This design comes from an exercise in tuning for small area on the open sky130 flow, not from production work.
The RTL was checked by simulation tests, not by an equivalence proof against the original design.
No driver is modelled on the clock port, so clocking that relies on it looks cheaper here than on a real chip.
Power is estimated from default activity; no workload was simulated.

Design keypad_password_system, start of the top module:
module keypad_password_system (
    input  wire       clk,
    input  wire       reset_n,
    input  wire [3:0] keypad_rows,
    output wire [3:0] keypad_cols,
    output wire [6:0] seg_out,
    output wire [3:0] digit_sel
);
==> flow/config.mk <==
export PLATFORM = sky130hd
export DESIGN_NAME = keypad_password_system
export DESIGN_NICKNAME = keypad_password_system
export VERILOG_FILES = /design/flow/design.v
export SDC_FILE = /design/flow/constraint.sdc
export NUM_CORES = 4
export LEC_CHECK = 0
export CAP_MARGIN = 0
export CORE_MARGIN = 2
export CORE_UTILIZATION = 55
export GPL_ROUTABILITY_DRIVEN = 0
export GPL_TIMING_DRIVEN = 0
export SLEW_MARGIN = 0
==> flow/constraint.sdc <==
create_clock -name core_clock -period 10.0 [get_ports {clk}]
set_input_delay 2.0000 -clock core_clock [delete_from_list [all_inputs] [get_ports {clk}]]
set_output_delay 2.0000 -clock core_clock [all_outputs]
set_load 0.01 [all_outputs]
standard.sh (not shown) runs the stock make flow with config.mk's settings and CLKGATE_MAP_FILE= SYNTH_SCRIPT=/design/flow/synth_recipe.tcl, a recipe that flattens the netlist after the stock synthesis.
==> flow/flow/run.sh <==
#!/bin/bash
# Layout flow: the standard ORFS flow (standard.sh, unchanged synthesis),
# with two settings changed:
#  - clock tree synthesis without dummy load cells,
#  - the smallest buffer (buf_1) for the input and output port buffers.
# The whole make output goes to flow_standard.log in the work folder.
set -euo pipefail
export CTS_ARGS="-sink_clustering_enable -repair_clock_nets -dont_use_dummy_load -buf_list sky130_fd_sc_hd__clkbuf_4"
export BUFFER_PORTS_ARGS="-buffer_cell sky130_fd_sc_hd__buf_1"
bash standard.sh > flow_standard.log 2>&1
The first run completed without violations.
Edit:
--- a/flow/flow/run.sh
+++ b/flow/flow/run.sh
@@ -7,3 +7,4 @@
 set -euo pipefail
-export CTS_ARGS="-sink_clustering_enable -repair_clock_nets -dont_use_dummy_load -buf_list sky130_fd_sc_hd__clkbuf_4"
+export CTS_ARGS="-sink_clustering_enable -repair_clock_nets -dont_use_dummy_load -buf_list sky130_fd_sc_hd__clkbuf_16 -sink_clustering_size 70 -sink_clustering_max_diameter 300"
+export PRE_CTS_TCL="$PWD/flow/pre_cts.tcl"
 export BUFFER_PORTS_ARGS="-buffer_cell sky130_fd_sc_hd__buf_1"
==> flow/flow/pre_cts.tcl (new file) <==
set_max_fanout 100 [current_design]
- CAP_MARGIN: 0 -> 20
- GPL_ROUTABILITY_DRIVEN: 0 -> not set
- GPL_TIMING_DRIVEN: 0 -> not set
- SLEW_MARGIN: 0 -> 20
Outcome: First-iteration DRC count shrinks by 27%. Critical path depth shrinks by 1. Die area does not change. Cell area grows by 3.9%. Flip-flop and latch count is unchanged. Total power grows by 32%. Global-route usage grows by 0.38 points. Synthesized area does not change.
Edit:
--- a/flow/flow/run.sh
+++ b/flow/flow/run.sh
@@ -7,4 +7,3 @@
 set -euo pipefail
-export CTS_ARGS="-sink_clustering_enable -repair_clock_nets -dont_use_dummy_load -buf_list sky130_fd_sc_hd__clkbuf_16 -sink_clustering_size 70 -sink_clustering_max_diameter 300"
-export PRE_CTS_TCL="$PWD/flow/pre_cts.tcl"
+export CTS_ARGS="-sink_clustering_enable -repair_clock_nets -dont_use_dummy_load -buf_list sky130_fd_sc_hd__clkbuf_4"
 export BUFFER_PORTS_ARGS="-buffer_cell sky130_fd_sc_hd__buf_1"
- CAP_MARGIN: 20 -> 0
- SLEW_MARGIN: 20 -> 0
removed: flow/flow/pre_cts.tcl
=> Synthesized area stays the same. Synthesized cell count stays the same. Core utilization fell by 3.0 points. Routed wire length fell by 1.9%. Die area does not change. Maximum frequency fell by 1.4%. Sequential share of layout area rose by 2.5 points.
Edit:
- CAP_MARGIN: 0 -> 20
- SLEW_MARGIN: 0 -> 20
Result: The new run completed with no timing, DRC or antenna violations. Die area does not change. Final area stays the same. Wire length is about the same. Area after synthesis does not change. Final cell count does not change.
Edit:
--- a/flow/flow/run.sh
+++ b/flow/flow/run.sh
@@ -7,3 +7,3 @@
 set -euo pipefail
-export CTS_ARGS="-sink_clustering_enable -repair_clock_nets -dont_use_dummy_load -buf_list sky130_fd_sc_hd__clkbuf_4"
+export CTS_ARGS="-sink_clustering_enable -repair_clock_nets -dont_use_dummy_load -root_buf sky130_fd_sc_hd__clkbuf_4 -buf_list sky130_fd_sc_hd__clkbuf_2"
 export BUFFER_PORTS_ARGS="-buffer_cell sky130_fd_sc_hd__buf_1"
What happened:
- The new run finished with timing, DRC and antenna clean
- global-route usage does not change
- sequential share of layout area is unchanged
- maximum frequency does not change

static timing again, ports no longer ideal:
In the flow no input, the clock included, has a driving cell. The finished layouts below were timed again as built, in two steps.
Step 1 sets driving cells, clkbuf_16 on the clock port and buf_2 on the other inputs (assumed; they add their load-dependent delay and slew).
Step 2 times the ports against the registers' clock, not the clock port: input delays grow and output delays shrink by t, the midpoint of the rising clock arrivals with the driver on.
Three values: ideal ports, drivers, drivers and shift; two values: the first two.
| run | t (ns) | setup slack, ns | cell pins on the clock port's net |
|---|---|---|---|
| the first run | 0.406 | 5.386 / 5.362 / 5.768 | 1 |
| the second run | 0.354 | 5.285 / 5.254 / 5.608 | 1 |
| the third run | 0.406 | 5.220 / 5.196 / 5.602 | 1 |
| the fourth run | 0.406 | 5.219 / 5.195 / 5.602 | 1 |
| the fifth run | 0.406 | 5.219 / 5.195 / 5.602 | 1 |
After both steps every run listed still meets setup and hold.
